Source: an optimization exercise on an open RTL-to-GDS flow (aim: small area, a short achievable clock period and few clock cycles). Production flows keep margins and buffers that such runs may drop. At most, simulation tests tie the RTL to the original design; equivalence was not proved. For runs 3 and 4, only the layout was checked, not whether the RTL still works. Power and IR drop assume default switching activity.

==> flow/design.v <==
module fp32_fma (
    input         clk,
    input  [31:0] a,
    input  [31:0] b,
    input  [31:0] c,
    output [31:0] result
);
wire        sa = a[31], sb = b[31], sc = c[31];
wire [7:0]  ea = a[30:23], eb = b[30:23], ec = c[30:23];
wire [22:0] fa = a[22:0],  fb = b[22:0],  fc = c[22:0];
wire a_zero = (ea == 8'd0);
wire b_zero = (eb == 8'd0);
wire c_zero = (ec == 8'd0);
wire sp  = sa ^ sb;
wire sub = sp ^ sc;
wire [23:0] x = {1'b1, fa};
wire [23:0] y = {1'b1, fb};
wire [25:0] yy = {2'b00, y};
wire [47:0] row [0:12];
genvar gi;
generate
    for (gi = 0; gi < 12; gi = gi + 1) begin : g_booth
        wire y2 = yy[2*gi+1];
        wire y1 = yy[2*gi];
        wire y0 = (gi == 0) ? 1'b0 : yy[2*gi-1];
        wire one = y1 ^ y0;
        wire two = (y2 & ~y1 & ~y0) | (~y2 & y1 & y0);
        wire neg = y2;
        wire [24:0] mag = ({25{one}} & {1'b0, x}) | ({25{two}} & {x, 1'b0});
        wire [24:0] ppx = mag ^ {25{neg}};
        wire [27:0] r0 = (gi == 0) ? {~neg, neg, neg, ppx} : {1'b1, ~neg, ppx};
        wire        pn = (gi == 0) ? 1'b0 : yy[2*gi-1];
        wire [47:0] rr = ({20'd0, r0} << (2*gi)) | ({47'd0, pn} << ((gi == 0) ? 0 : 2*gi-2));
        assign row[gi] = rr;
    end
endgenerate
assign row[12] = ({24'd0, x & {24{y[23]}}} << 24) | ({47'd0, y[23]} << 22);
function [95:0] csa;
    input [47:0] p, q, r;
    reg [47:0] s, k;
    begin
        s = p ^ q ^ r;
        k = (p & q) | (p & r) | (q & r);
        csa = {k[46:0], 1'b0, s};
    end
endfunction
wire [95:0] t1a = csa(row[0], row[1], row[2]);
wire [95:0] t1b = csa(row[3], row[4], row[5]);
wire [95:0] t1c = csa(row[6], row[7], row[8]);
wire [95:0] t1d = csa(row[9], row[10], row[11]);
wire [95:0] t2a = csa(t1a[47:0], t1a[95:48], t1b[47:0]);
wire [95:0] t2b = csa(t1b[95:48], t1c[47:0], t1c[95:48]);
wire [95:0] t2c = csa(t1d[47:0], t1d[95:48], row[12]);
wire [95:0] t3a = csa(t2a[47:0], t2a[95:48], t2b[47:0]);
wire [95:0] t3b = csa(t2b[95:48], t2c[47:0], t2c[95:48]);
wire [95:0] t4a = csa(t3a[47:0], t3a[95:48], t3b[47:0]);
wire [95:0] t5a = csa(t4a[47:0], t4a[95:48], t3b[95:48]);
wire [9:0] rs_full = {2'b00, ea} + {2'b00, eb} - {2'b00, ec} - 10'd100;
wire [6:0] rs0 = rs_full[9] ? 7'd0 : (rs_full > 10'd76) ? 7'd76 : rs_full[6:0];
reg [47:0] s1_ps, s1_pc;
reg [6:0]  s1_rs;
always @(posedge clk) begin
    s1_ps <= t5a[47:0];
    s1_pc <= t5a[95:48];
    s1_rs <= rs0;
end
wire [47:0] prod = s1_ps + s1_pc;
wire [23:0] mc = c_zero ? 24'd0 : {1'b1, fc};
wire [75:0] c_wide = {1'b0, mc, 51'd0} >> s1_rs;
reg  [23:0] lowmask;
integer j;
always @(*)
    for (j = 0; j < 24; j = j + 1)
        lowmask[j] = ({1'b0, s1_rs} >= 8'd51 + j);
wire c_stk = |(mc & lowmask);
reg [47:0] s2_p;
reg [75:0] s2_c;
always @(posedge clk) begin
    s2_p <= prod;
    s2_c <= {c_wide[75:1], c_stk};
end
wire [75:0] p_win = {27'd0, s2_p, 1'b0};
wire [76:0] sum1 = {1'b0, p_win} + ({1'b0, s2_c} ^ {77{sub}}) + {76'd0, sub};
wire [75:0] sum2 = s2_c - p_win;
wire        neg  = sub & sum1[76];
wire [75:0] mag  = neg ? sum2 : sum1[75:0];
reg [75:0] s3_m;
reg        s3_neg;
always @(posedge clk) begin
    s3_m   <= mag;
    s3_neg <= neg;
end
wire [79:0] v = {s3_m, 4'b0000};
wire [9:0]  gnz;
generate
    for (gi = 0; gi < 10; gi = gi + 1) begin : g_nz
        assign gnz[gi] = |v[8*gi +: 8];
    end
endgenerate
reg [3:0]  kc;     
reg [79:0] vs;
integer k;
always @(*) begin
    kc = 4'd9;
    for (k = 0; k < 9; k = k + 1)
        if (gnz[k + 1]) kc = 4'd8 - k[3:0];
    vs = v << {kc, 3'b000};
end
wire zero_sum = ~|s3_m;
reg [31:0] s4_v;
reg        s4_stk;
reg [3:0]  s4_kc;
reg        s4_zero;
reg        s4_neg;
always @(posedge clk) begin
    s4_v    <= vs[79:48];
    s4_stk  <= |vs[47:0];
    s4_kc   <= kc;
    s4_zero <= zero_sum;
    s4_neg  <= s3_neg;
end
reg [2:0] kf;      
always @(*) begin
    casez (s4_v[31:24])
        8'b1???????: kf = 3'd0;
        8'b01??????: kf = 3'd1;
        8'b001?????: kf = 3'd2;
        8'b0001????: kf = 3'd3;
        8'b00001???: kf = 3'd4;
        8'b000001??: kf = 3'd5;
        8'b0000001?: kf = 3'd6;
        default:     kf = 3'd7;
    endcase
end
wire [31:0] nv    = s4_v << kf;
wire [23:0] mant  = nv[31:8];
wire        guard = nv[7];
wire        stick = (|nv[6:0]) | s4_stk;
wire        inc   = guard & (stick | mant[0]);
wire [24:0] mant_r = {1'b0, mant} + {24'd0, inc};
wire [10:0] e_pre = {3'd0, ea} + {3'd0, eb} - 11'd99 - {4'd0, s4_kc, 3'd0} - {8'd0, kf};
reg [24:0] s5_m;
reg [10:0] s5_e;
reg        s5_zero;
reg        s5_neg;
always @(posedge clk) begin
    s5_m    <= mant_r;
    s5_e    <= e_pre;
    s5_zero <= s4_zero;
    s5_neg  <= s4_neg;
end
wire [10:0] e_r = s5_e + {10'd0, s5_m[24]};
wire rsign = s5_neg ? sc : sp;
wire a_inf = (ea == 8'hff) && (fa == 23'd0);
wire b_inf = (eb == 8'hff) && (fb == 23'd0);
wire c_inf = (ec == 8'hff) && (fc == 23'd0);
wire a_nan = (ea == 8'hff) && (fa != 23'd0);
wire b_nan = (eb == 8'hff) && (fb != 23'd0);
wire c_nan = (ec == 8'hff) && (fc != 23'd0);
wire prod_inf  = a_inf | b_inf;
wire prod_zero = a_zero | b_zero;
wire res_nan = a_nan | b_nan | c_nan |
               (a_inf & b_zero) | (a_zero & b_inf) |
               (prod_inf & c_inf & sub);
wire c_big = ~c_zero & rs_full[9];
reg [31:0] res;
always @(*) begin
    if (res_nan)
        res = 32'h7fc00000;
    else if (prod_inf)
        res = {sp, 8'hff, 23'd0};
    else if (c_inf)
        res = {sc, 8'hff, 23'd0};
    else if (prod_zero && c_zero)
        res = {sp & sc, 31'd0};
    else if (prod_zero || c_big)
        res = c;
    else if (s5_zero)
        res = 32'd0;
    else if (~e_r[10] && (e_r[9:0] >= 10'd255))
        res = {rsign, 8'hff, 23'd0};
    else if (e_r[10] || (e_r[9:0] == 10'd0))
        res = {rsign, 31'd0};
    else
        res = {rsign, e_r[7:0], s5_m[22:0]};
end
assign result = res;
endmodule
module core2float (
    input             clk_i,
    input             rst_i,
    input             strobe_i,
    input      [31:0] dev_addr_i,
    input             rw_i,
    input      [3:0]  byte_enable_i,
    input      [31:0] data_i,
    output reg        data_ready_o,
    output reg [31:0] data_o,
    output reg [31:0] float_a_data,
    output reg [31:0] float_b_data,
    output     [31:0] float_c_data,
    input      [31:0] float_result
);
wire [13:0] waddr = dev_addr_i[15:2];
wire raddr_status = (dev_addr_i[11:0] == 12'h8);
wire wr      = strobe_i & rw_i;
wire w_go    = wr & (waddr == 14'h1);
wire w_clear = wr & (waddr == 14'h3);
wire w_a     = wr & (waddr[13:10] == 4'd0) & (waddr[9:2] != 8'd0);
wire w_b     = wr & (waddr[13:10] != 4'd0);
wire rd_res  = strobe_i & ~rw_i & ~raddr_status;
reg [3:0] lanes;
always @(*) begin
    case (byte_enable_i)
        4'b1111: lanes = 4'b1111;
        4'b0001: lanes = 4'b0001;
        4'b0010: lanes = 4'b0010;
        4'b0100: lanes = 4'b0100;
        4'b1000: lanes = 4'b1000;
        default: lanes = 4'b0000;
    endcase
end
reg [31:0] result_q;    
reg        acc_valid;   
reg        done;        
reg [3:0]  busy;        
integer l;
always @(posedge clk_i) begin
    if (rst_i) begin
        float_a_data <= 32'd0;
        float_b_data <= 32'd0;
    end else begin
        for (l = 0; l < 4; l = l + 1) begin
            if (w_a & lanes[l]) float_a_data[8*l +: 8] <= data_i[8*l +: 8];
            if (w_b & lanes[l]) float_b_data[8*l +: 8] <= data_i[8*l +: 8];
        end
    end
end
always @(posedge clk_i) begin
    if (rst_i) begin
        busy <= 4'd0;
        done <= 1'b0;
        acc_valid <= 1'b0;
        result_q <= 32'd0;
        data_ready_o <= 1'b0;
    end else begin
        busy <= {busy[2:0], w_go};
        data_ready_o <= strobe_i;
        if (busy[0]) done <= 1'b1;
        else if (rd_res) done <= 1'b0;
        if (busy[3]) begin
            result_q <= float_result;
            acc_valid <= 1'b1;
        end else if (w_clear) begin
            acc_valid <= 1'b0;
        end
    end
end
wire [31:0] result_next = busy[3] ? float_result : result_q;
always @(posedge clk_i)
    data_o <= raddr_status ? {31'd0, done} : result_next;
assign float_c_data = acc_valid ? result_q : 32'd0;
endmodule
module dsa_top (
    input         clk,
    input         rst,
    input         strobe_i,
    input  [31:0] dev_addr_i,
    input         rw_i,
    input  [3:0]  byte_enable_i,
    input  [31:0] data_i,
    output        data_ready_o,
    output [31:0] data_o
);
wire [31:0] f_a, f_b, f_c, f_result;
core2float Data_feeder (
    .clk_i(clk),
    .rst_i(rst),
    .strobe_i(strobe_i),
    .dev_addr_i(dev_addr_i),
    .rw_i(rw_i),
    .byte_enable_i(byte_enable_i),
    .data_i(data_i),
    .data_ready_o(data_ready_o),
    .data_o(data_o),
    .float_a_data(f_a),
    .float_b_data(f_b),
    .float_c_data(f_c),
    .float_result(f_result)
);
fp32_fma float (
    .clk(clk),
    .a(f_a),
    .b(f_b),
    .c(f_c),
    .result(f_result)
);
endmodule
==> flow/run.sh <==
#!/bin/bash
# synth_recipe.tcl (not shown) runs the flow's synth.tcl, then flattens the netlist and writes it again
# the make line also repeats each setting of config.mk as NAME=value (left out here)
make -C /OpenROAD-flow-scripts/flow DESIGN_CONFIG=/design/flow/config.mk WORK_HOME=/design/flow/orfs CLKGATE_MAP_FILE= SYNTH_SCRIPT=/design/flow/synth_recipe.tcl finish
==> flow/config.mk <==
export PLATFORM = sky130hd
export DESIGN_NAME = dsa_top
export DESIGN_NICKNAME = dsa_top
export VERILOG_FILES = /design/flow/design.v
export SDC_FILE = /design/flow/constraint.sdc
export NUM_CORES = 4
export LEC_CHECK = 0
export CAP_MARGIN = 20
export CORE_MARGIN = 2
export CORE_UTILIZATION = 40
export SLEW_MARGIN = 20
==> flow/constraint.sdc <==
create_clock -name core_clock -period 12.5 [get_ports {clk}]
set_input_delay 2.5000 -clock core_clock [delete_from_list [all_inputs] [get_ports {clk}]]
set_output_delay 2.5000 -clock core_clock [all_outputs]
set_load 0.01 [all_outputs]
==> run notes, run 1 <==
Outcome
The flow ran to the end and the layout has no timing, DRC or antenna violations.

Critical path
The maximum net fanout on the critical path is 63. At the worst endpoint, the arrival time is 7600 ps. STA puts the critical path data required time at 13110 ps. The worst setup path is captured at a register.

The category of the critical setup timing path is register to register. The worst setup path is launched from a register.

Yosys
Counting flops and latches in the post-synthesis netlist gives 508. The synthesized instance count is 5830. The number of nets handed over by synthesis was 6420.

Yosys printed 2 warnings. Among all cell types in the netlist, the one instantiated most often is nand2_1. After synthesis, the most frequently instantiated cells are 665 x nand2_1, 624 x nor2_1, 508 x dfxtp_1, 461 x a21oi_1, 455 x inv_1. The average instance in the mapped netlist occupies 7.76 um2.

The synthesized netlist occupies a cell area of 45300 um2. The portion of synthesized cell area occupied by the leading cell type is 22.5%. The biggest area contributor in the post-synthesis netlist is dfxtp_1. Among all flip-flop cells after synthesis, the most frequent one is dfxtp_1.

By area the synthesized netlist is led by dfxtp_1 22%, fa_1 12%, ha_1 7.1%, nand2_1 5.5%, nor2_1 5.2%. The synthesized design contains 0 enable-type register cells. Of all flip-flops after synthesis, the portion carrying an async set or reset was 0%. In this run, distinct cell masters in the synthesized netlist total 96. The sequential fraction of the synthesis area is 22.5%.

Pwr
IR analysis of the VDD net gives a maximum drop of 178 uV. The clock power share is 28.5%. For this design the total switching power over the nets is 2.55 mW. Sequential cells account for 33.1% of the total power.

The internal cell power is 3.93 mW. For this design the static power due to leakage is 20.3 nW. The power per unit of standard cell area is 132 nW/um2. The share of total power in combinational logic is 38.4%.

Net switching is 39.4% of the power.

Detailed routing
The routed length per instance is 21.7 um. After detailed routing, the met2 layer carries 68900 um of wire. The detailed router put a total of 67700 um of wire on met1. The first detailed-routing pass ran for 9 iterations. In the routed layout, each cell is associated on average with a via count of 5.84. Wire segments on met3 add up to 10700 um in the final route. The count of nets left with antenna violations once routing finished came out at 0. The starting DRC count in detailed routing is 4157.

The routed wire length is 155000 um. The highest metal layer with signal wires is met5. The total vias in the final route is 41800. The DRC violation count after routing is 0.

Clock tree
The number of sinks driven by the clock tree is 508. The quantity of hold-fixing buffers added after cts is 0. For the worst-skew pair, the clock arrives at the later sink with an insertion delay of 680 ps. After clock tree synthesis, the clock-pin slew on the worst setup and hold paths is 60 ps.

The CTS root buffer is clkbuf_16. The clock passes through at most 3 buffers. The post-cts gate resize count is 0. The H-tree depth is 2. The number of buffers added by the clock tree synthesis step is 57.

The setup fix buffers added after clock tree synthesis is 0. The TritonCTS clock tree is done.

STA
Setup repair after global routing left no endpoint under its margin. Headroom to the max-slew limit came out at 24.9%. The slew of the pin with the lowest slew margin is 1130 ps.

The final hold violation count came to 0. The maximum operating frequency is 0.143 GHz. Setup violations remaining at the end of the flow were counted as 0.

The max-slew violation total from the final report is 0. Setup total negative slack on the finished layout was measured at 0 ps. Counting I/O delays and the setup requirement, the final critical path takes 6990 ps. The final worst slack is 5510 ps. The fraction of the cycle the final worst path needs is 55.9%. The setup clock skew after layout is 28.8 ps.

Place
Once detailed placement completed, the half-perimeter wirelength came to 117000 um. The congestion estimate from routability-driven global placement came to 0.983. Port buffering added 88 buffers. After detailed placement, the design holds a cell count of 7056. The worst slack after detailed placement is 5570 ps.

Floorplan
The standard-cell row count is 123. The die covers 116000 um2. In this run the standard cell core region covers 112000 um2. From left edge to right edge, the die measures 340 um.

The I/O pin total is 105. The starting density of the core is 40.3%. The floorplan step set the die height to 340 um.

Cells and area
Across the whole layout, storage elements account for 10200 um2. The final instance count without filler cells is 7167. The layout has 11400 filler cells. The multi-input combinational cell area is 31700 um2. Relative to the synthesized area, the layout overhead comes to 8.48%. The final net count is 6206. The post-route netlist has 5.40% of its cells at a drive strength greater than 1.

Min path
The worst hold path belongs to the class register to register.

Global route
The number of global-route vias before repair came to 38800. For this run the aggregate overflow at the end of global routing stands at 0. The initial antenna violation count is 4.

Entering global routing, the biggest net connects 65 pins. The first global-routing pass estimated 237000 um of wire. The global-route usage over all layers is 26.0%.

Flow run
The number of maximum-capacitance violations is 0.
-- kinds of logic after synthesis --
group	after synthesis	synth area share, %
AO/OA/AOI/OAI	1611	22.7
XOR/XNOR	293	5.67
adder cells (fa/ha/maj)	518	18.7
buffers and inverters	908	7.69
flip-flops	508	22.5
multiplexers	199	5.36
AND/OR/NAND/NOR	1793	17.4
-- final timing paths --
path	slack [ps]	endpoint	start	cells after the start
max	5510	float.s3_m[72]$_DFF_P_	Data_feeder.float_a_data[31]$_SDFFE_PP0P_	19
min	330	float.s2_p[1]$_DFF_P_	float.s1_ps[1]$_DFF_P_	0
max reg2reg	5510	float.s3_m[72]$_DFF_P_	Data_feeder.float_a_data[31]$_SDFFE_PP0P_	19
min reg2reg	330	float.s2_p[1]$_DFF_P_	float.s1_ps[1]$_DFF_P_	0
-- state kept, by name (all words and copies together), names as in the netlist, 32 cells and up --
signal and flops:
float.s2_p 48, Data_feeder.float_a_data 32, Data_feeder.data_o 32, float.s1_pc 42, float.s1_ps 48, Data_feeder.result_q 32, Data_feeder.float_b_data 32, float.s2_c 75
float.s4_v 32, float.s3_m 76
-- routing by layer --
metal  track usage, %  up-vias
li1                 -    19800
met1             36.1    20000
met2             40.6     1771
met3             3.02      290
met4             11.4        6
met5                0        -
-- stage by stage --
step	hold slack, ps	utilization, %	power [mW]	instance area, um2
after floorplan	310	-	3.88	45300
after global placement	313	41.8	4.59	47000
after detailed placement	312	41.8	4.61	47000
after CTS	327	43.7	6.48	49100
after global routing	334	43.7	6.84	49100
final	328	43.7	6.48	49100
-- placed cells by master, fill, tap and decap left out, types with 33 or more instances in the layout --
| cell | netlist | layout |
|---|---|---|
| nand2_1 | 665 | 665 |
| nor2_1 | 624 | 615 |
| dfxtp_1 | 508 | 490 |
| a21oi_1 | 461 | 461 |
| inv_1 | 455 | 454 |
| o21ai_0 | 389 | 388 |
| fa_1 | 262 | 262 |
| ha_1 | 256 | 255 |
| xor2_1 | 163 | 163 |
| mux2i_1 | 151 | 151 |
| a22oi_1 | 150 | 150 |
| xnor2_1 | 130 | 130 |
| a221oi_1 | 118 | 118 |
| a21o_1 | 98 | 98 |
| nand3_1 | 93 | 93 |
| buf_4 | 4 | 89 |
| clkdlybuf4s50_1 | 0 | 87 |
| nor3_1 | 86 | 86 |
| clkbuf_16 | 0 | 57 |
| a211oi_1 | 52 | 52 |
| nand4_1 | 44 | 44 |
| and2_1 | 43 | 43 |
| nor4_1 | 43 | 43 |
| o21bai_1 | 41 | 41 |
| a31oi_1 | 39 | 39 |
| nor2b_1 | 36 | 36 |
| nand2b_1 | 34 | 34 |
| mux4_2 | 33 | 33 |
-- final cells by class --
class                      count  area share (%)
sequential                   508            20.8
antenna                        3          0.0153
clock buffer                  68            3.13
inverter                     458            3.50
tap                         1500            3.82
multi-input combinational   4414            64.5
clock inverter                39            1.09
timing repair buffer         177            3.19
-- power groups by stage --
| stage | clock network (mW) | registers, mW | logic [mW] |
|---|---|---|---|
| after global placement | 0 | 2.17 | 2.42 |
| after global routing | 1.96 | 2.16 | 2.72 |
| after detailed placement | 0 | 2.17 | 2.44 |
| final | 1.85 | 2.14 | 2.49 |
| after CTS | 1.89 | 2.14 | 2.45 |
| after floorplan | 0 | 2.03 | 1.85 |
-- worst max-delay path, stage by stage (launching register included) --
cell and delay, ps:
dfxtp_1 320, xnor2_1 340, inv_1 160, ha_4 530
buf_4 500, ha_1 430, fa_1 300, a211oi_1 110
o211ai_1 330, a22oi_1 270, a211oi_1 510, a41o_1 420
a21oi_1 240, or4_1 780, nand2_4 570, inv_2 240
buf_4 330, a31o_2 260, o211ai_1 90, xnor2_1 130
Testbench counts, summed over its fixed seeds: cycles 10,304.
==> run 2: changes to the inputs <==
--- a/flow/design.v
+++ b/flow/design.v
@@ -74,14 +74,14 @@
         lowmask[j] = ({1'b0, s1_rs} >= 8'd51 + j);
 wire c_stk = |(mc & lowmask);
 reg [47:0] s2_p;
-reg [75:0] s2_c;
+reg [75:0] s2_cx;
 always @(posedge clk) begin
-    s2_p <= prod;
-    s2_c <= {c_wide[75:1], c_stk};
+    s2_p  <= prod;
+    s2_cx <= {c_wide[75:1], c_stk} ^ {76{sub}};
 end
 wire [75:0] p_win = {27'd0, s2_p, 1'b0};
-wire [76:0] sum1 = {1'b0, p_win} + ({1'b0, s2_c} ^ {77{sub}}) + {76'd0, sub};
-wire [75:0] sum2 = s2_c - p_win;
+wire [76:0] sum1 = {1'b0, p_win} + {sub, s2_cx} + {76'd0, sub};
+wire [75:0] sum2 = ~(p_win + s2_cx);
 wire        neg  = sub & sum1[76];
 wire [75:0] mag  = neg ? sum2 : sum1[75:0];
 reg [75:0] s3_m;
@@ -139,18 +139,6 @@
 wire        inc   = guard & (stick | mant[0]);
 wire [24:0] mant_r = {1'b0, mant} + {24'd0, inc};
 wire [10:0] e_pre = {3'd0, ea} + {3'd0, eb} - 11'd99 - {4'd0, s4_kc, 3'd0} - {8'd0, kf};
-reg [24:0] s5_m;
-reg [10:0] s5_e;
-reg        s5_zero;
-reg        s5_neg;
-always @(posedge clk) begin
-    s5_m    <= mant_r;
-    s5_e    <= e_pre;
-    s5_zero <= s4_zero;
-    s5_neg  <= s4_neg;
-end
-wire [10:0] e_r = s5_e + {10'd0, s5_m[24]};
-wire rsign = s5_neg ? sc : sp;
 wire a_inf = (ea == 8'hff) && (fa == 23'd0);
 wire b_inf = (eb == 8'hff) && (fb == 23'd0);
 wire c_inf = (ec == 8'hff) && (fc == 23'd0);
@@ -163,26 +151,54 @@
                (a_inf & b_zero) | (a_zero & b_inf) |
                (prod_inf & c_inf & sub);
 wire c_big = ~c_zero & rs_full[9];
+wire x_nan  = res_nan;
+wire x_inf  = ~res_nan & (prod_inf | c_inf);
+wire x_sinf = prod_inf ? sp : sc;
+wire x_zero = ~res_nan & ~prod_inf & ~c_inf & prod_zero & c_zero;
+wire x_c    = ~res_nan & ~prod_inf & ~c_inf & ~c_zero & (prod_zero | c_big);
+reg [24:0] s5_m;
+reg [7:0]  s5_e;
+reg        s5_e_ovf0, s5_e_ovf1, s5_e_unf0, s5_e_unf1;
+reg        s5_zero, s5_neg;
+reg        s5_nan, s5_inf, s5_sinf, s5_z, s5_c;
+always @(posedge clk) begin
+    s5_m      <= mant_r;
+    s5_e      <= e_pre[7:0];
+    s5_e_ovf0 <= ~e_pre[10] & (e_pre[9:0] >= 10'd255);
+    s5_e_ovf1 <= ~e_pre[10] & (e_pre[9:0] >= 10'd254);
+    s5_e_unf0 <= e_pre[10] | (e_pre == 11'd0);
+    s5_e_unf1 <= e_pre[10];
+    s5_zero   <= s4_zero;
+    s5_neg    <= s4_neg;
+    s5_nan    <= x_nan;
+    s5_inf    <= x_inf;
+    s5_sinf   <= x_sinf;
+    s5_z      <= x_zero;
+    s5_c      <= x_c;
+end
+wire       rc    = s5_m[24];
+wire [7:0] e_r   = s5_e + {7'd0, rc};
+wire       e_ovf = rc ? s5_e_ovf1 : s5_e_ovf0;
+wire       e_unf = rc ? s5_e_unf1 : s5_e_unf0;
+wire       rsign = s5_neg ? sc : sp;
 reg [31:0] res;
 always @(*) begin
-    if (res_nan)
+    if (s5_nan)
         res = 32'h7fc00000;
-    else if (prod_inf)
-        res = {sp, 8'hff, 23'd0};
-    else if (c_inf)
-        res = {sc, 8'hff, 23'd0};
-    else if (prod_zero && c_zero)
+    else if (s5_inf)
+        res = {s5_sinf, 8'hff, 23'd0};
+    else if (s5_z)
         res = {sp & sc, 31'd0};
-    else if (prod_zero || c_big)
+    else if (s5_c)
         res = c;
     else if (s5_zero)
         res = 32'd0;
-    else if (~e_r[10] && (e_r[9:0] >= 10'd255))
+    else if (e_ovf)
         res = {rsign, 8'hff, 23'd0};
-    else if (e_r[10] || (e_r[9:0] == 10'd0))
+    else if (e_unf)
         res = {rsign, 31'd0};
     else
-        res = {rsign, e_r[7:0], s5_m[22:0]};
+        res = {rsign, e_r, s5_m[22:0]};
 end
 assign result = res;
 endmodule
--- a/flow/config.mk
+++ b/flow/config.mk
@@ -8,4 +8,5 @@
 export CAP_MARGIN = 20
 export CORE_MARGIN = 2
 export CORE_UTILIZATION = 40
+export SETUP_SLACK_MARGIN = 5
 export SLEW_MARGIN = 20
==> run 2 against run 1 <==
  * Clock power shrank 3%
  * Largest cell class unchanged
  * Non-clock buffer count shrank 11
  * Hold slack lost 0.73 ps
  * Critical path type unchanged
  * Clock skew shrank 6.8 ps
  * Clock-buffer cell count grew 1
==> run notes, run 2 <==
Outcome
Outcome: no timing/DRC/antenna violations (unchanged).

Yosys
The flip-flop cell with the highest count after synthesis was dfxtp_1 (unchanged). The portion of synthesized cell area occupied by the leading cell type is 23.0% (was 22.5%). The mean instance size in the synthesized netlist was 7.87 um2 (was 7.76 um2).

The top cell type by total area after synthesis is dfxtp_1 (unchanged). The most frequent cell after synthesis was nand2_1 (unchanged). The sequential fraction of the synthesis area is 23.0% (was 22.5%). Commonest cells in the netlist: 698 x nand2_1, 515 x dfxtp_1, 503 x nor2_1, 489 x a21oi_1, 391 x inv_1 (was 665 x nand2_1, 624 x nor2_1, 508 x dfxtp_1, 461 x a21oi_1, 455 x inv_1). Synth area leaders: dfxtp_1 23%, fa_1 12%, ha_1 5.9%, nand2_1 5.8%, a21oi_1 5.4% (was dfxtp_1 22%, fa_1 12%, ha_1 7.1%, nand2_1 5.5%, nor2_1 5.2%). The number of nets in the synthesized netlist is 6248 (was 6420). The async set or reset register ratio after synthesis is 0% (unchanged). The synthesis-stage register bit count came to 515 (was 508). The number of flops mapped to enable cells by yosys is 0 (unchanged).

The number of warnings issued by yosys was 2 (unchanged). The cell area after synthesis is 44900 um2 (was 45300 um2). The synthesized instance count is 5704 (was 5830). The count of different cell masters after synthesis is 91 (was 96).

STA
The final setup TNS is 0 ps (unchanged). The max-slew violation total from the final report is 0 (unchanged). The final worst slack is 6780 ps (was 5510 ps).

The setup clock skew after layout is 22.0 ps (was 28.8 ps). The maximum operating frequency is 0.175 GHz (was 0.143 GHz). The fraction of the cycle the final worst path needs was 45.8% (was 55.9%).

The number of setup violations in the final report was 0 (unchanged). Unrepaired setup endpoints after global routing: false (unchanged). The worst relative slew slack came to 22.5% (was 24.9%). The time the final worst path needs with I/O delays and setup is 5720 ps (was 6990 ps). The final hold violation count is 0 (unchanged). The slew of the pin with the lowest slew margin was 1160 ps (was 1130 ps).

Floorplan
The standard-cell row count was 122 (was 123). The core region area is 111000 um2 (was 112000 um2). The full die area is 115000 um2 (was 116000 um2). The I/O pin total came to 105 (unchanged). The starting density of the core is 40.5% (was 40.3%). The die outline height is 339 um (was 340 um). The die outline width was 339 um (was 340 um).

Global route
The global-route usage over all layers is 26.4% (was 26.0%). The maximum number of pins on one net before global-route repair is 61 (was 65). The wire length of the first global-routing pass was 240000 um (was 237000 um).

The overall overflow remaining after global route is 0 (unchanged). The initial antenna violation count is 1 (was 4). The number of global-route vias before repair is 38900 (was 38800).

Detailed routing
The post-detailed-route count of antenna-violating nets came to 0 (unchanged). The starting DRC count in detailed routing is 4591 (was 4157). The DRC violation count after routing is 0 (unchanged).

The routed length per instance was 22.3 um (was 21.7 um). The routed wire length came to 156000 um (was 155000 um). The total vias in the final route is 41400 (was 41800). The routed via count divided by cell count is 5.92 (was 5.84). The number of iterations in the first detailed-routing pass is 6 (was 9).

Clock tree
The clock latency on the worst-skew pair came to 690 ps (was 680 ps). The CTS root buffer is clkbuf_16 (unchanged). The TritonCTS clock tree is done (unchanged). The setup fix buffers added after clock tree synthesis is 0 (unchanged). The number of buffers added by the clock tree synthesis step is 57 (unchanged). The post-cts gate resize count is 0 (unchanged). The quantity of hold-fixing buffers added after cts is 0 (unchanged). The H-tree depth is 2 (unchanged). The number of sinks driven by the clock tree is 515 (was 508). The maximum count of clock buffers along a single path is 3 (unchanged). The clock slew seen by the registers of the worst setup and hold paths is 60 ps (about the same).

Critical path
The biggest cell delay along the critical path is 790 ps (was 780 ps). The setup slack of the most critical reg-to-reg path is 6780 ps (was 5510 ps). The required arrival time at the worst endpoint is 13040 ps (was 13110 ps).

The arrival time at the worst endpoint is 6270 ps (was 7600 ps). The maximum net fanout on the critical path is 53 (was 63). Cell-by-cell listing of the critical path: xnor2_1 -> inv_1 -> ha_4 -> ha_1 -> inv_1 -> fa_1 -> nor2b_1 -> o21a_1 -> o21ai_0 -> a21oi_1 -> o2111ai_1 -> a21o_1 -> a311o_1 -> nand2_1 -> buf_4 -> o21ai_0 -> xnor2_1 (was xnor2_1 -> inv_1 -> ha_4 -> buf_4 -> ha_1 -> fa_1 -> a211oi_1 -> o211ai_1 -> a22oi_1 -> a211oi_1 -> a41o_1 -> a21oi_1 -> or4_1 -> nand2_4 -> inv_2 -> buf_4 -> a31o_2 -> o211ai_1 -> xnor2_1). The cell at the slowest stage of the critical path is ha_4 (was or4_1). The category of the critical setup timing path is register to register (unchanged).

The type of origin of the critical path is a register (unchanged). The critical path capture point type is a register (unchanged).

Cells and area
The leading cell type in the layout, fill and taps excluded was nand2_1 (unchanged). Most used cells in the layout excluding fill and tap cells: 698 x nand2_1, 494 x dfxtp_1, 493 x nor2_1 (was 665 x nand2_1, 615 x nor2_1, 490 x dfxtp_1). The final net count is 6007 (was 6206).

The share of post-route cells with drive strength above 1 was 5.64% (was 5.40%). Largest registers: float.s2_cx (76), float.s3_m (76) (was float.s3_m (76), float.s2_c (75)). The area growth from synthesis to layout came to 7.98% (was 8.48%).

The final instance count without filler cells is 7000 (was 7167).

Pwr
The maximum ir drop on the vdd rail is 124 uV (was 178 uV). The total power consumption of the routed design is 6.34 mW (was 6.48 mW). The leakage dissipation is 19.4 nW (was 20.3 nW). The power per unit of standard cell area is 131 nW/um2 (was 132 nW/um2).

Place
The detailed placer's ending HPWL is 116000 um (was 117000 um). The final estimated routing congestion in global placement was 1.01 (was 0.983). The cell count after placement was 6892 (was 7056). The worst slack after detailed placement is 6860 ps (was 5570 ps). The count of port buffers added during placement is 88 (unchanged).

Flow run
The number of maximum-capacitance violations is 0 (unchanged).

Min path
The type of the worst min-delay path is register to register (unchanged).
## run 2: final timing paths
kind / end / from / depth (start not counted)
hold reg to reg: float.s5_neg$_DFF_P_ / float.s4_neg$_DFF_P_ / 0
hold / removal: float.s5_neg$_DFF_P_ / float.s4_neg$_DFF_P_ / 0
setup reg to reg: float.s3_m[45]$_DFF_P_ / Data_feeder.float_a_data[31]$_SDFFE_PP0P_ / 17
setup / recovery: float.s3_m[45]$_DFF_P_ / Data_feeder.float_a_data[31]$_SDFFE_PP0P_ / 17
## run 2: layout make-up
class	instances	area, um2
Antenna cell	1	2.50
Clock buffer	69	1550
Clock inverter	38	465
Fill cell	11200	62500
Inverter	400	1500
Multi-Input combinational cell	4323	31300
Sequential cell	515	10300
Tap cell	1488	1860
Timing Repair Buffer	166	1470
## run 2: worst max-delay path, delay by kind of cell (launching register included)
family	cells	cell delay (ps)
compound gates	7	1700
buf+inv	3	760
xor+xnor	2	780
simple gates	2	260
flops	1	320
fa+ha+maj	3	1690
## run 2: metrics by stage
| stage | util (%) | hold slack (ps) | instance area, um2 |
|---|---|---|---|
| 6_report | 43.7 | 327 | 48500 |
| 5_1_grt | 43.7 | 335 | 48500 |
| 4_1_cts | 43.7 | 327 | 48500 |
| 3_5_place_dp | 41.9 | 312 | 46500 |
| 3_3_place_gp | 41.9 | 312 | 46500 |
| 2_1_floorplan | - | 310 | 44900 |
## run 2: per-layer routing
metal | track usage (%) | vias to the layer above | wire [um]
met5 | 0 | - | 0
met4 | 10.1 | 0 | 6770
met3 | 3.66 | 293 | 11500
met2 | 41.5 | 1773 | 70000
met1 | 36.5 | 20000 | 67600
li1 | - | 19400 | -
## run 2: cell families after synthesis
group,count (synthesis),share of synthesized area [%]
fa+ha+maj,492,18.0
mux,247,6.40
simple gates,1756,17.7
flops,515,23.0
compound gates,1550,22.0
xor+xnor,278,5.42
buf+inv,866,7.49
## run 2: power breakdown
group          leakage [nW]  internal (mW)  total (mW)  switching [mW]
clock                 0.955           1.03        1.80           0.769
combinational          14.3          0.927        2.37            1.44
sequential             4.22           1.92        2.17           0.254
total                  19.4           3.87        6.34            2.46
Testbench counts of run 2, summed over its fixed seeds: cycles 10,304.
==> run 3: changes to the inputs <==
--- a/flow/design.v
+++ b/flow/design.v
@@ -80,10 +80,33 @@
     s2_cx <= {c_wide[75:1], c_stk} ^ {76{sub}};
 end
 wire [75:0] p_win = {27'd0, s2_p, 1'b0};
-wire [76:0] sum1 = {1'b0, p_win} + {sub, s2_cx} + {76'd0, sub};
-wire [75:0] sum2 = ~(p_win + s2_cx);
-wire        neg  = sub & sum1[76];
-wire [75:0] mag  = neg ? sum2 : sum1[75:0];
+wire [75:0] hh = p_win ^ s2_cx;
+wire [75:0] gg = p_win & s2_cx;
+wire [75:0] pg_g [0:7];
+wire [75:0] pg_p [0:7];
+assign pg_g[0] = gg;
+assign pg_p[0] = hh;
+generate
+    for (gi = 0; gi < 7; gi = gi + 1) begin : g_pfx
+        genvar bi;
+        for (bi = 0; bi < 76; bi = bi + 1) begin : g_bit
+            if ((bi >> gi) & 1) begin : g_op
+                localparam integer J = ((bi >> gi) << gi) - 1;
+                assign pg_g[gi+1][bi] = pg_g[gi][bi] | (pg_p[gi][bi] & pg_g[gi][J]);
+                assign pg_p[gi+1][bi] = pg_p[gi][bi] & pg_p[gi][J];
+            end else begin : g_pass
+                assign pg_g[gi+1][bi] = pg_g[gi][bi];
+                assign pg_p[gi+1][bi] = pg_p[gi][bi];
+            end
+        end
+    end
+endgenerate
+wire [75:0] cg = pg_g[7];
+wire [75:0] cp = pg_p[7];
+wire [75:0] sum0 = hh ^ {cg[74:0], 1'b0};
+wire [75:0] sum1 = hh ^ ({cg[74:0], 1'b1} | {cp[74:0], 1'b1});
+wire        neg  = sub & ~(cg[75] | cp[75]);
+wire [75:0] mag  = ~sub ? sum0 : neg ? ~sum0 : sum1;
 reg [75:0] s3_m;
 reg        s3_neg;
 always @(posedge clk) begin
@@ -157,17 +180,12 @@
 wire x_zero = ~res_nan & ~prod_inf & ~c_inf & prod_zero & c_zero;
 wire x_c    = ~res_nan & ~prod_inf & ~c_inf & ~c_zero & (prod_zero | c_big);
 reg [24:0] s5_m;
-reg [7:0]  s5_e;
-reg        s5_e_ovf0, s5_e_ovf1, s5_e_unf0, s5_e_unf1;
+reg [10:0] s5_e;
 reg        s5_zero, s5_neg;
 reg        s5_nan, s5_inf, s5_sinf, s5_z, s5_c;
 always @(posedge clk) begin
     s5_m      <= mant_r;
-    s5_e      <= e_pre[7:0];
-    s5_e_ovf0 <= ~e_pre[10] & (e_pre[9:0] >= 10'd255);
-    s5_e_ovf1 <= ~e_pre[10] & (e_pre[9:0] >= 10'd254);
-    s5_e_unf0 <= e_pre[10] | (e_pre == 11'd0);
-    s5_e_unf1 <= e_pre[10];
+    s5_e      <= e_pre;
     s5_zero   <= s4_zero;
     s5_neg    <= s4_neg;
     s5_nan    <= x_nan;
@@ -177,9 +195,9 @@
     s5_c      <= x_c;
 end
 wire       rc    = s5_m[24];
-wire [7:0] e_r   = s5_e + {7'd0, rc};
-wire       e_ovf = rc ? s5_e_ovf1 : s5_e_ovf0;
-wire       e_unf = rc ? s5_e_unf1 : s5_e_unf0;
+wire [10:0] e_r  = s5_e + {10'd0, rc};
+wire       e_ovf = ~e_r[10] & (e_r[9:0] >= 10'd255);
+wire       e_unf = e_r[10] | (e_r == 11'd0);
 wire       rsign = s5_neg ? sc : sp;
 reg [31:0] res;
 always @(*) begin
@@ -198,7 +216,7 @@
     else if (e_unf)
         res = {rsign, 31'd0};
     else
-        res = {rsign, e_r, s5_m[22:0]};
+        res = {rsign, e_r[7:0], s5_m[22:0]};
 end
 assign result = res;
 endmodule
--- a/flow/config.mk
+++ b/flow/config.mk
@@ -7,6 +7,8 @@
 export LEC_CHECK = 0
 export CAP_MARGIN = 20
 export CORE_MARGIN = 2
-export CORE_UTILIZATION = 40
+export CORE_UTILIZATION = 65
+export GPL_TIMING_DRIVEN = 1
+export PLACE_DENSITY = 0.75
 export SETUP_SLACK_MARGIN = 5
 export SLEW_MARGIN = 20
==> run 3 against run 2 <==
  * Critical endpoint is now float.s1_ps[17]$_DFF_P_
  * Design area shrank 5.7%
  * Global-route usage rose by 12 points
  * Clock skew up 38 ps
  * Cell count down 14%
  * Still clean
  * Die area shrank 41%
  * Sequential cell count fell by 1
  * Non-clock buffer count increased by 8
  * Sequential power about the same
  * First-iteration DRC count is 7.4% lower
  * Combinational power is 14% lower
==> run notes, run 3 <==
Outcome
Outcome: no timing/DRC/antenna violations (unchanged).

Clock tree
The clock slew seen by the registers of the worst setup and hold paths came to 60 ps (about the same). The CTS root buffer is clkbuf_16 (unchanged). The TritonCTS clock tree is done (unchanged).

The H-tree depth is 2 (unchanged). The quantity of hold-fixing buffers added after cts was 0 (unchanged). The maximum count of clock buffers along a single path was 3 (unchanged). The post-cts gate resize count is 0 (unchanged). The number of sinks driven by the clock tree is 514 (was 515).

The setup fix buffers added after clock tree synthesis is 0 (unchanged). The clock latency on the worst-skew pair is 670 ps (was 690 ps). The number of buffers added by the clock tree synthesis step is 56 (was 57).

STA
The max-slew violation total from the final report is 0 (unchanged). Unrepaired setup endpoints after global routing: false (unchanged). The final hold violation count is 0 (unchanged).

The final setup TNS came to 0 ps (unchanged). The final worst slack was 7130 ps (was 6780 ps). The time the final worst path needs with I/O delays and setup was 5370 ps (was 5720 ps).

The setup clock skew after layout is 60.3 ps (was 22.0 ps). The maximum operating frequency is 0.186 GHz (was 0.175 GHz). The number of setup violations in the final report is 0 (unchanged). The fraction of the cycle the final worst path needs was 43.0% (was 45.8%). The worst relative slew slack is 26.0% (was 22.5%). The slew of the pin with the lowest slew margin is 1110 ps (was 1160 ps).

Yosys
The top cell type by total area after synthesis is dfxtp_1 (unchanged). The mean instance size in the synthesized netlist is 7.99 um2 (was 7.87 um2). The number of flops mapped to enable cells by yosys is 0 (unchanged). The flip-flop cell with the highest count after synthesis is dfxtp_1 (unchanged).

Synth area leaders: dfxtp_1 24%, fa_1 12%, ha_1 6.1%, nand2_1 5.2%, a21oi_1 4.8% (was dfxtp_1 23%, fa_1 12%, ha_1 5.9%, nand2_1 5.8%, a21oi_1 5.4%). The count of different cell masters after synthesis is 87 (was 91). The most frequent cell after synthesis was nand2_1 (unchanged). The number of warnings issued by yosys is 2 (unchanged). The sequential fraction of the synthesis area was 24.1% (was 23.0%). The synthesis-stage register bit count was 514 (was 515). The number of nets in the synthesized netlist was 5894 (was 6248). The cell area after synthesis is 42700 um2 (was 44900 um2).

The portion of synthesized cell area occupied by the leading cell type came to 24.1% (was 23.0%). The async set or reset register ratio after synthesis is 0% (unchanged). The synthesized instance count is 5347 (was 5704). Commonest cells in the netlist: 597 x nand2_1, 514 x dfxtp_1, 509 x nor2_1, 411 x a21oi_1, 389 x inv_1 (was 698 x nand2_1, 515 x dfxtp_1, 503 x nor2_1, 489 x a21oi_1, 391 x inv_1).

Detailed routing
The number of iterations in the first detailed-routing pass is 8 (was 6). The routed wire length is 134000 um (was 156000 um). The met2 routed wirelength came to 61000 um (was 70000 um). The post-detailed-route count of antenna-violating nets was 0 (unchanged). The starting DRC count in detailed routing came to 4250 (was 4591). The DRC violation count after routing was 0 (unchanged). The total vias in the final route was 39000 (was 41400). The detailed-route wire length on metal 1 was 50700 um (was 67600 um). The routed length per instance came to 22.1 um (was 22.3 um).

The met3 layer wire length in the routed design was 11600 um (was 11500 um). The routed via count divided by cell count is 6.44 (was 5.92). The highest metal layer with signal wires is met5 (was met4).

Place
The detailed placer's ending HPWL is 96100 um (was 116000 um). The worst slack after detailed placement is 7170 ps (was 6860 ps). The final estimated routing congestion in global placement is 0.996 (was 1.01).

The count of port buffers added during placement was 88 (unchanged). The cell area after placement is 43700 um2 (was 46500 um2).

Global route
The number of global-route vias before repair came to 36200 (was 38900). The global-route usage over all layers is 38.8% (was 26.4%). The overall overflow remaining after global route came to 0 (unchanged).

The maximum number of pins on one net before global-route repair is 99 (was 61). The wire length of the first global-routing pass is 207000 um (was 240000 um). The initial antenna violation count is 2 (was 1).

Critical path
The maximum net fanout on the critical path is 30 (was 53). The arrival time at the worst endpoint is 5840 ps (was 6270 ps). The critical path capture point type is a register (unchanged). The required arrival time at the worst endpoint is 12970 ps (was 13040 ps). The category of the critical setup timing path is register to register (unchanged).

The type of origin of the critical path is a register (unchanged).

Floorplan
The I/O pin total came to 105 (unchanged). The standard-cell row count is 93 (was 122). The die outline width was 260 um (was 339 um). The die outline height is 260 um (was 339 um). The full die area is 67800 um2 (was 115000 um2). The core region area is 64700 um2 (was 111000 um2). The starting density of the core is 66.0% (was 40.5%).

Cells and area
The count of inserted antenna diode cells is 0 (was 1). The sequential cell area in the final layout is 10300 um2 (about the same). Most used cells in the layout excluding fill and tap cells: 597 x nand2_1, 501 x nor2_1, 492 x dfxtp_1 (was 698 x nand2_1, 494 x dfxtp_1, 493 x nor2_1). The post-route cell area is 45800 um2 (was 48500 um2).

The final-layout fill cell count is 5210 (was 11200). The share of post-route cells with drive strength above 1 is 5.87% (was 5.64%). The area growth from synthesis to layout was 7.09% (was 7.98%).

The multi-input combinational cell area is 29300 um2 (was 31300 um2). Largest registers: float.s2_cx (76), float.s3_m (76) (unchanged). The final net count is 5692 (was 6007).

The leading cell type in the layout, fill and taps excluded is nand2_1 (unchanged).

Pwr
The total power consumption of the routed design came to 5.99 mW (was 6.34 mW). The power per unit of standard cell area is 131 nW/um2 (about the same). The maximum ir drop on the vdd rail is 150 uV (was 124 uV).

The leakage dissipation is 18.5 nW (was 19.4 nW).

Min path
The type of the worst min-delay path is register to register (unchanged).

Flow run
The number of maximum-capacitance violations is 0 (unchanged).
-- run 3: cell count changes in the layout (fill, tap and decap cells not counted), sizes merged, moves of 20 or more --
cell and change:
a21oi -77, maj3 +20, o21ai +49, nand4 -25
a21o -28, o21bai -29, nand2 -103, a221oi -45
-- run 3: cell type report --
class / instances / area share [%]
Clock buffer: 66 / 3.32
Tap cell: 855 / 2.34
Timing Repair Buffer: 174 / 3.33
Sequential cell: 514 / 22.6
Clock inverter: 40 / 1.13
Inverter: 397 / 3.26
Multi-Input combinational cell: 4002 / 64.1
-- run 3: power breakdown --
| part | internal (mW) | leakage (nW) | switching, mW |
|---|---|---|---|
| Sequential | 1.91 | 4.21 | 0.231 |
| Combinational | 0.824 | 13.3 | 1.23 |
| Clock | 1.04 | 0.989 | 0.759 |
| Total | 3.77 | 18.5 | 2.22 |
-- run 3: logic make-up (layout without fill, tap and decap cells) --
logic type                 count (synthesis)  after routing  share of synthesized area (%)
buffers and inverters                    831            677                           7.46
DFF                                      514            514                           24.1
muxes                                    241            241                           6.25
and+or+nand+nor                         1553           1553                           16.0
adders and majority gates                515            515                           19.5
AOI/OAI and AO/OA                       1413           1413                           20.9
xor gates and xnor gates                 280            280                           5.74
-- run 3: worst paths after layout --
| check | start | endpoint | slack, ps | depth (start not counted) |
|---|---|---|---|---|
| max | Data_feeder.float_b_data[1]$_SDFFE_PP0P_ | float.s1_ps[17]$_DFF_P_ | 7130 | 14 |
| min | float.s1_ps[4]$_DFF_P_ | float.s2_p[4]$_DFF_P_ | 330 | 0 |
| max reg2reg | Data_feeder.float_b_data[1]$_SDFFE_PP0P_ | float.s1_ps[17]$_DFF_P_ | 7130 | 14 |
| min reg2reg | float.s1_ps[4]$_DFF_P_ | float.s2_p[4]$_DFF_P_ | 330 | 0 |
-- run 3: stage by stage --
step	hold WS (ps)	util, %	cells
3_3_place_gp	310	67.6	5942
6_report	328	70.7	6048
3_5_place_dp	313	67.6	5942
2_1_floorplan	310	-	5347
4_1_cts	328	70.7	6048
5_1_grt	333	70.7	6048
-- run 3: worst max-delay path, stage by stage, from the launching register on --
cell and delay (ps):
dfxtp_1 310, buf_4 450, inv_1 350, nor2_2 880
nor2_1 80, a211oi_1 250, nor2_1 70, a221oi_1 300
fa_1 470, inv_1 70, fa_1 450, fa_1 500
inv_1 50, fa_1 400, fa_1 540
-- run 3: metal layers --
metal	vias up	track usage, %
met5	-	0
met1	18200	47.9
li1	18100	-
met3	502	5.58
met2	2140	63.5
met4	4	25.9
==> run 4: changes to the inputs <==
--- a/flow/config.mk
+++ b/flow/config.mk
@@ -7,8 +7,6 @@
 export LEC_CHECK = 0
 export CAP_MARGIN = 20
 export CORE_MARGIN = 2
-export CORE_UTILIZATION = 65
-export GPL_TIMING_DRIVEN = 1
-export PLACE_DENSITY = 0.75
+export CORE_UTILIZATION = 40
 export SETUP_SLACK_MARGIN = 5
 export SLEW_MARGIN = 20
==> run 4 against run 3 <==
  * Die area grew 61%
  * Sequential share of layout area shrank 0.36 points
  * Setup slack gained 49 ps
  * Maximum frequency grew 0.91%
  * Hold slack lost 1.9 ps
  * Design area grew 1.7%
  * Largest cell class unchanged
==> run notes, run 4 <==
Cells and area
The share of post-route cells with drive strength above 1 was 5.95% (was 5.87%). Largest registers: float.s2_cx (76), float.s3_m (76) (unchanged). The area growth from synthesis to layout came to 8.86% (was 7.09%). Most used cells in the layout excluding fill and tap cells: 597 x nand2_1, 499 x nor2_1, 489 x dfxtp_1 (was 597 x nand2_1, 501 x nor2_1, 492 x dfxtp_1). The post-route cell area is 46500 um2 (was 45800 um2). The leading cell type in the layout, fill and taps excluded was nand2_1 (unchanged).

The final instance count without filler cells is 6591 (was 6048). The final net count is 5699 (was 5692).

Pwr
The power per unit of standard cell area was 128 nW/um2 (was 131 nW/um2). The share of total power in sequential cells came to 35.4% (was 35.8%). The switching power is 2.12 mW (was 2.22 mW). The internal cell power is 3.85 mW (was 3.77 mW). The fraction of power spent switching nets came to 35.5% (was 37.1%). The leakage dissipation is 18.6 nW (was 18.5 nW). The share of total power in combinational logic was 33.7% (was 34.3%). The maximum ir drop on the vdd rail is 134 uV (was 150 uV).

The clock power share is 30.9% (was 30.0%).

Yosys
The synthesized instance count was 5347 (unchanged). The top cell type by total area after synthesis is dfxtp_1 (unchanged). The mean instance size in the synthesized netlist is 7.99 um2 (unchanged). The portion of synthesized cell area occupied by the leading cell type is 24.1% (unchanged). The number of warnings issued by yosys came to 2 (unchanged). The flip-flop cell with the highest count after synthesis is dfxtp_1 (unchanged). The number of nets in the synthesized netlist was 5894 (unchanged).

Commonest cells in the netlist: 597 x nand2_1, 514 x dfxtp_1, 509 x nor2_1, 411 x a21oi_1, 389 x inv_1 (unchanged). The fraction of the mapped netlist area in simple logic gates is 16.0% (unchanged). The proportion of synthesized area in mux cells is 6.25% (unchanged). The most frequent cell after synthesis is nand2_1 (unchanged). The cell area after synthesis was 42700 um2 (unchanged). Synth area leaders: dfxtp_1 24%, fa_1 12%, ha_1 6.1%, nand2_1 5.2%, a21oi_1 4.8% (unchanged).

The count of different cell masters after synthesis is 87 (unchanged). The number of flops mapped to enable cells by yosys is 0 (unchanged). The adder-cell area share of the yosys netlist came to 19.5% (unchanged).

The sequential fraction of the synthesis area is 24.1% (unchanged). The async set or reset register ratio after synthesis is 0% (unchanged). The fraction of the mapped netlist area in compound gates is 20.9% (unchanged). The synthesis-stage register bit count came to 514 (unchanged). The largest family of logic cells by synthesized area is compound AO/OA/AOI/OAI gates (unchanged). The post-synthesis xor/xnor area fraction was 5.74% (unchanged).

STA
The minimum hold slack is 326 ps (was 328 ps). Unrepaired setup endpoints after global routing: false (unchanged). The final hold violation count is 0 (unchanged). The time the final worst path needs with I/O delays and setup is 5320 ps (was 5370 ps). The number of setup violations in the final report was 0 (unchanged). The fraction of the cycle the final worst path needs came to 42.6% (was 43.0%).

The slew of the pin with the lowest slew margin is 1150 ps (was 1110 ps). The maximum operating frequency is 0.188 GHz (was 0.186 GHz). The final setup TNS came to 0 ps (unchanged). The max-slew violation total from the final report is 0 (unchanged). The setup clock skew after layout was 18.0 ps (was 60.3 ps). The worst relative slew slack is 23.3% (was 26.0%).

Clock tree
The CTS root buffer is clkbuf_16 (unchanged). The number of sinks driven by the clock tree is 514 (unchanged). The clock slew seen by the registers of the worst setup and hold paths was 60 ps (about the same).

The maximum count of clock buffers along a single path was 3 (unchanged). The clock latency on the worst-skew pair is 640 ps (was 670 ps). The post-cts gate resize count is 0 (unchanged). The H-tree depth is 2 (unchanged). The setup fix buffers added after clock tree synthesis is 0 (unchanged). The number of buffers added by the clock tree synthesis step is 59 (was 56). The TritonCTS clock tree is done (unchanged).

The quantity of hold-fixing buffers added after cts is 0 (unchanged).

Detailed routing
The routed length per instance came to 21.5 um (was 22.1 um). The DRC violation count after routing came to 0 (unchanged). The number of iterations in the first detailed-routing pass is 8 (unchanged). The starting DRC count in detailed routing is 3758 (was 4250). The total vias in the final route came to 38200 (was 39000). The routed via count divided by cell count is 5.80 (was 6.44). The routed wire length was 141000 um (was 134000 um). The post-detailed-route count of antenna-violating nets is 0 (unchanged).

Min path
The type of the worst min-delay path is register to register (unchanged). The beginning of the worst hold path is float.s1_ps[1]$_DFF_P_ (was float.s1_ps[4]$_DFF_P_). The number of cells on the worst hold path is 0 (unchanged). The destination of the worst hold path is float.s2_p[1]$_DFF_P_ (was float.s2_p[4]$_DFF_P_).

Critical path
The category of the critical setup timing path is register to register (unchanged). The cell at the slowest stage of the critical path was nor2_2 (unchanged). The maximum net fanout on the critical path came to 30 (unchanged). Cell-by-cell listing of the critical path: buf_4 -> inv_1 -> nor2_2 -> nor2_1 -> a211oi_1 -> nor2_1 -> a221oi_1 -> fa_1 -> inv_1 -> fa_1 -> fa_1 -> inv_1 -> fa_1 -> fa_1 (unchanged). The most used cell along the critical path is fa_1 (unchanged).

The required arrival time at the worst endpoint is 12990 ps (was 12970 ps). The setup slack of the most critical reg-to-reg path is 7180 ps (was 7130 ps). The length in cells of the worst reg-to-reg path came to 14 (unchanged). The critical path capture point type is a register (unchanged). The type of origin of the critical path is a register (unchanged). The arrival time at the worst endpoint is 5810 ps (was 5840 ps).

The biggest cell delay along the critical path is 870 ps (was 880 ps). The capturing point of the worst reg2reg path is float.s1_ps[17]$_DFF_P_ (unchanged). The startpoint of the worst-slack reg-to-reg timing path is Data_feeder.float_b_data[1]$_SDFFE_PP0P_ (unchanged).

Floorplan
The full die area was 109000 um2 (was 67800 um2). The starting density of the core is 40.5% (was 66.0%). The die outline width is 331 um (was 260 um). The I/O pin total is 105 (unchanged). The core region area is 106000 um2 (was 64700 um2). The die outline height was 331 um (was 260 um). The standard-cell row count is 119 (was 93).

Global route
The maximum number of pins on one net before global-route repair was 95 (was 99). The wire length of the first global-routing pass was 218000 um (was 207000 um). The number of global-route vias before repair is 36200 (about the same). The met2 routing resource usage after global routing is 41.3% (was 63.5%). The met3 routing resource usage after global routing is 3.53% (was 5.58%). The global-route usage over all layers is 25.5% (was 38.8%). The most utilized layer in the global route result is met2 (unchanged). The met1 track utilization from global routing is 33.6% (was 47.9%). The initial antenna violation count was 8 (was 2). The overall overflow remaining after global route is 0 (unchanged).

Flow run
The number of maximum-capacitance violations came to 0 (unchanged).

Place
The count of port buffers added during placement is 88 (unchanged). The detailed placer's ending HPWL is 104000 um (was 96100 um). The cell area after placement is 44400 um2 (was 43700 um2). The final estimated routing congestion in global placement is 0.951 (was 0.996).

The cell count after placement was 6482 (was 5942).

Outcome
Outcome: no timing/DRC/antenna violations (unchanged).
-- run 4: layout make-up --
| cell class | count | area (um2) |
|---|---|---|
| fill | 10500 | 59100 |
| tap | 1391 | 1740 |
| clock buffer | 78 | 1700 |
| inverter | 397 | 1490 |
| antenna | 3 | 7.51 |
| sequential | 514 | 10300 |
| clock inverter | 28 | 378 |
| timing repair buffer | 178 | 1550 |
| multi-input combinational | 4002 | 29300 |
-- run 4: logic make-up (layout without fill, tap and decap cells) --
kind of cell | count (synthesis) | in the layout
AO/OA/AOI/OAI | 1413 | 1413
XOR/XNOR | 280 | 280
adder cells (fa/ha/maj) | 515 | 515
buffers and inverters | 831 | 681
flip-flops | 514 | 514
multiplexers | 241 | 241
other | 0 | 3
AND/OR/NAND/NOR | 1553 | 1553
-- run 4: power groups by stage --
| stage | Sequential [mW] | Clock (mW) | Combinational, mW |
|---|---|---|---|
| after global routing | 2.14 | 1.95 | 2.21 |
| after detailed placement | 2.15 | 0 | 1.98 |
| after floorplan | 2.04 | 0 | 1.55 |
| final | 2.11 | 1.84 | 2.01 |
| after CTS | 2.11 | 1.89 | 1.99 |
| after global placement | 2.14 | 0 | 1.97 |
-- run 4: critical path, delay by kind of cell (launching register included) --
family / cells / cell delay, ps
adders and majority gates: 5 / 2320
and+or+nand+nor: 3 / 1010
buffers and inverters: 4 / 940
AOI/OAI and AO/OA: 2 / 580
DFF: 1 / 310
-- run 4: how the worst max path moves through the flow --
stage               cells after the start                                         to  slack, ps                                       from
detailed placement                      7  Data_feeder.float_a_data[31]$_SDFFE_PP0P_       7110                             dev_addr_i[12]
finish                                 14                    float.s1_ps[17]$_DFF_P_       7180   Data_feeder.float_b_data[1]$_SDFFE_PP0P_
global placement                        7  Data_feeder.float_a_data[25]$_SDFFE_PP0P_       7140                             dev_addr_i[12]
floorplan                              16                    float.s1_ps[33]$_DFF_P_       8130  Data_feeder.float_b_data[17]$_SDFFE_PP0P_
global route                           14                    float.s1_ps[17]$_DFF_P_       6880   Data_feeder.float_b_data[1]$_SDFFE_PP0P_
CTS                                    14                    float.s1_ps[17]$_DFF_P_       7170   Data_feeder.float_b_data[1]$_SDFFE_PP0P_
-- run 4: per-stage QoR --
step | utilization, % | power [mW] | setup slack [ps]
after detailed placement | 42.1 | 4.13 | 7110
after global routing | 44.1 | 6.30 | 6880
final | 44.1 | 5.97 | 7180
after global placement | 42.1 | 4.12 | 7140
after floorplan | - | 3.59 | 8130
after CTS | 44.0 | 5.99 | 7170
-- run 4: layer usage --
layer / routed length, um / share of wire (%)
met1: 59700 / 42
met2: 64100 / 45
met3: 10600 / 7.5
met4: 6930 / 4.9
met5: 34 / 0.024
==> run 5: changes to the inputs <==
--- a/flow/design.v
+++ b/flow/design.v
@@ -120,24 +120,50 @@
         assign gnz[gi] = |v[8*gi +: 8];
     end
 endgenerate
-reg [3:0]  kc;     
-reg [79:0] vs;
+wire [103:0] vp = {v, 24'd0};
+wire [9:0]   por;     
+assign por[0] = gnz[0];
+generate
+    for (gi = 1; gi < 10; gi = gi + 1) begin : g_por
+        assign por[gi] = por[gi-1] | gnz[gi];
+    end
+endgenerate
+wire [9:0] hot;
+generate
+    for (gi = 0; gi < 9; gi = gi + 1) begin : g_hot
+        if (gi == 8) begin : g_top
+            assign hot[gi] = gnz[9];
+        end else begin : g_mid
+            assign hot[gi] = gnz[gi+1] & ~|gnz[9:gi+2];
+        end
+    end
+endgenerate
+assign hot[9] = ~|gnz[9:1];
+reg [3:0]  kc;
+reg [31:0] vs;
+reg        vstk;
 integer k;
 always @(*) begin
-    kc = 4'd9;
-    for (k = 0; k < 9; k = k + 1)
-        if (gnz[k + 1]) kc = 4'd8 - k[3:0];
-    vs = v << {kc, 3'b000};
+    kc = 4'd0;
+    vs = 32'd0;
+    vstk = 1'b0;
+    for (k = 0; k < 9; k = k + 1) begin
+        if (hot[k]) kc = kc | (4'd8 - k[3:0]);
+        vs = vs | ({32{hot[k]}} & vp[8*k+8 +: 32]);
+        if (k >= 3) vstk = vstk | (hot[k] & por[k-3]);
+    end
+    if (hot[9]) kc = 4'd9;
+    vs = vs | ({32{hot[9]}} & vp[31:0]);
 end
-wire zero_sum = ~|s3_m;
+wire zero_sum = ~|gnz;
 reg [31:0] s4_v;
 reg        s4_stk;
 reg [3:0]  s4_kc;
 reg        s4_zero;
 reg        s4_neg;
 always @(posedge clk) begin
-    s4_v    <= vs[79:48];
-    s4_stk  <= |vs[47:0];
+    s4_v    <= vs;
+    s4_stk  <= vstk;
     s4_kc   <= kc;
     s4_zero <= zero_sum;
     s4_neg  <= s3_neg;
--- a/flow/config.mk
+++ b/flow/config.mk
@@ -8,5 +8,4 @@
 export CAP_MARGIN = 20
 export CORE_MARGIN = 2
 export CORE_UTILIZATION = 40
-export SETUP_SLACK_MARGIN = 5
 export SLEW_MARGIN = 20
==> run 5 against run 4 <==
  * Non-clock buffer count up 4
  * Critical path depth is the same
  * Combinational power decreased by 2%
  * Still clean
  * Critical endpoint is now float.s1_ps[14]$_DFF_P_
  * Die area grew 0.57%
  * Clock skew increased by 22 ps
  * Maximum frequency grew 6.3%
  * Cell count shrank 0.26%
  * First-iteration DRC count increased by 12%
  * Clock power is 4% lower
  * Power down 1.8%
==> run notes, run 5 <==
Global route
The global-route usage over all layers is 24.4% (was 25.5%). The overall overflow remaining after global route is 0 (unchanged). The maximum number of pins on one net before global-route repair was 96 (was 95).

The wire length of the first global-routing pass is 214000 um (was 218000 um). The initial antenna violation count came to 6 (was 8). The number of global-route vias before repair is 35900 (was 36200).

Cells and area
The final instance count without filler cells is 6574 (was 6591). The final net count was 5673 (was 5699). The area growth from synthesis to layout came to 8.71% (was 8.86%).

The share of post-route cells with drive strength above 1 is 6.09% (was 5.95%). Most used cells in the layout excluding fill and tap cells: 573 x nand2_1, 518 x nor2_1, 489 x dfxtp_1 (was 597 x nand2_1, 499 x nor2_1, 489 x dfxtp_1). The leading cell type in the layout, fill and taps excluded is nand2_1 (unchanged). Largest registers: float.s2_cx (76), float.s3_m (76) (unchanged).

The final-layout fill cell count came to 10600 (was 10500).

STA
The final hold violation count was 0 (unchanged). The worst relative slew slack is 24.4% (was 23.3%). The minimum hold slack is 303 ps (was 326 ps). The fraction of the cycle the final worst path needs is 40.0% (was 42.6%). The maximum operating frequency is 0.200 GHz (was 0.188 GHz).

The time the final worst path needs with I/O delays and setup is 5010 ps (was 5320 ps). The max-slew violation total from the final report is 0 (unchanged). The number of setup violations in the final report is 0 (unchanged). The slew of the pin with the lowest slew margin is 1130 ps (was 1150 ps).

The final worst slack is 7490 ps (was 7180 ps). The final setup TNS is 0 ps (unchanged). The setup clock skew after layout is 40.0 ps (was 18.0 ps).

Detailed routing
The routed wire length was 137000 um (was 141000 um). The number of iterations in the first detailed-routing pass came to 11 (was 8). The routed length per instance is 20.9 um (was 21.5 um).

The routed via count divided by cell count is 5.80 (about the same). The total vias in the final route is 38100 (was 38200). The DRC violation count after routing was 0 (unchanged).

Critical path
The arrival time at the worst endpoint is 5530 ps (was 5810 ps). The biggest cell delay along the critical path came to 640 ps (was 870 ps). The cell at the slowest stage of the critical path is dfxtp_1 (was nor2_2). The maximum net fanout on the critical path is 21 (was 30). The category of the critical setup timing path was register to register (unchanged). The type of origin of the critical path is a register (unchanged).

Yosys
The top cell type by total area after synthesis was dfxtp_1 (unchanged). The mean instance size in the synthesized netlist is 8.08 um2 (was 7.99 um2). The portion of synthesized cell area occupied by the leading cell type was 23.9% (was 24.1%). The number of warnings issued by yosys is 2 (unchanged). The cell area after synthesis is 43000 um2 (was 42700 um2).

The number of flops mapped to enable cells by yosys was 0 (unchanged). The synthesis-stage register bit count is 514 (unchanged). The most frequent cell after synthesis is nand2_1 (unchanged). The count of different cell masters after synthesis was 88 (was 87). Commonest cells in the netlist: 573 x nand2_1, 526 x nor2_1, 514 x dfxtp_1, 388 x inv_1, 384 x clkbuf_1 (was 597 x nand2_1, 514 x dfxtp_1, 509 x nor2_1, 411 x a21oi_1, 389 x inv_1). The async set or reset register ratio after synthesis was 0% (unchanged).

Clock tree
The TritonCTS clock tree is done (unchanged). The H-tree depth came to 2 (unchanged). The CTS root buffer was clkbuf_16 (unchanged).

The number of buffers added by the clock tree synthesis step is 56 (was 59). The quantity of hold-fixing buffers added after cts is 0 (unchanged). The clock latency on the worst-skew pair was 670 ps (was 640 ps).

The number of sinks driven by the clock tree was 514 (unchanged). The setup fix buffers added after clock tree synthesis came to 0 (unchanged). The post-cts gate resize count is 0 (unchanged).

Floorplan
The die outline width came to 332 um (was 331 um). The full die area was 110000 um2 (was 109000 um2). The standard-cell row count is 120 (was 119). The starting density of the core came to 40.3% (was 40.5%).

Pwr
The maximum ir drop on the vdd rail is 125 uV (was 134 uV). The total power consumption of the routed design is 5.86 mW (was 5.97 mW).

Place
The cell count after placement is 6469 (was 6482). The worst slack after detailed placement is 7070 ps (was 7110 ps). The final estimated routing congestion in global placement is 0.956 (was 0.951). The detailed placer's ending HPWL is 100000 um (was 104000 um).

Min path
The type of the worst min-delay path is register to register (unchanged).

Flow run
The number of maximum-capacitance violations is 0 (unchanged).

Outcome
Outcome: no timing/DRC/antenna violations (unchanged).
==> run 5: changes by cell type after synthesis, sizes merged, moves of 15 or more <==
| cell | before | now |
|---|---|---|
| mux4 | 18 | 36 |
| a222oi | 0 | 24 |
| a22oi | 138 | 153 |
| xor2 | 90 | 106 |
| nand3 | 86 | 108 |
| o22ai | 42 | 58 |
| xnor2 | 190 | 169 |
| nand2 | 597 | 574 |
| a221o | 8 | 37 |
| a21oi | 412 | 367 |
| mux2i | 197 | 157 |
| nor3 | 65 | 50 |
| o21ai | 365 | 339 |
==> run 5: path summary, 6_finish.rpt <==
kind | start | to | slack [ps] | cells after the start
setup / recovery | Data_feeder.float_b_data[9]$_SDFFE_PP0P_ | float.s1_ps[14]$_DFF_P_ | 7490 | 14
setup reg to reg | Data_feeder.float_b_data[9]$_SDFFE_PP0P_ | float.s1_ps[14]$_DFF_P_ | 7490 | 14
hold / removal | float.s1_ps[3]$_DFF_P_ | float.s2_p[3]$_DFF_P_ | 300 | 0
hold reg to reg | float.s1_ps[3]$_DFF_P_ | float.s2_p[3]$_DFF_P_ | 300 | 0
==> run 5: kinds of logic (layout without fill, tap and decap cells) <==
logic type	after synthesis	count (layout)	synth area share [%]
AOI/OAI and AO/OA	1413	1413	21.4
xor gates and xnor gates	275	275	5.60
adders and majority gates	517	517	19.5
buffers and inverters	831	681	7.39
DFF	514	514	23.9
muxes	207	207	5.94
other	0	1	0
and+or+nand+nor	1563	1563	16.2
==> run 5: layout make-up <==
cell class              instances  area share, %
multi-input cells            3975           63.3
inverters                     395           3.18
diodes                          1        0.00536
clock inverters                31          0.884
well taps                    1403           3.76
clock buffers                  73           3.35
flip-flops and latches        514           22.1
repair buffers                182           3.39
==> run 5: critical path, delay by kind of cell (launching register included) <==
family / cells / cell delay, ps
buf+inv: 5 / 740
simple gates: 2 / 630
flops: 1 / 640
compound gates: 2 / 330
fa+ha+maj: 5 / 2530
==> run 5: power breakdown <==
group	switching [mW]	internal, mW	total [mW]
Sequential	0.240	1.91	2.15
Combinational	1.14	0.816	1.96
Clock	0.738	1.02	1.76
==> run 5: per-layer routing <==
layer,up-vias,track usage [%],part of all wire [%]
li1,18100,-,-
met1,18300,33.1,43
met2,1469,40.2,46
met3,264,2.45,6.1
met4,8,9.05,4.1
met5,-,0,0.041
Testbench counts of run 5, summed over its fixed seeds: cycles 10,304.

re-timing with driven ports:
In the flow no input, the clock included, has a driving cell. The finished layouts below were timed again as built, in two steps. Step 1, drivers: a clkbuf_16 drives clk and a buf_2 each remaining input, both assumed. Step 2 adds t to the input delays and takes it off the output delays; t is the mean of the earliest and latest rising clock arrival at the registers after step 1. Input paths then give back, and output paths get back, about the clock's delay inside the block. Slacks: ideal / step 1 / step 2; pairs: ideal / step 1.
run	t, ns	setup WS [ns]	hold WS [ns]	worst setup path at the end
run 1	0.742	5.506 / 5.506 / 5.506	0.328 / 0.328 / 0.328	register to register
run 2	0.755	6.777 / 6.777 / 6.777	0.327 / 0.327 / 0.327	register to register
run 3	0.698	7.130 / 7.130 / 7.130	0.328 / 0.328 / 0.328	register to register
run 4	0.706	7.179 / 7.179 / 7.179	0.326 / 0.326 / 0.326	register to register
run 5	0.724	7.495 / 7.495 / 7.137	0.303 / 0.303 / 0.303	input to register
After both steps every run listed still meets setup and hold. For run 5, which loses most, drivers alone change the setup slack by 0.000 ns; drivers and shift together by -0.358 ns.
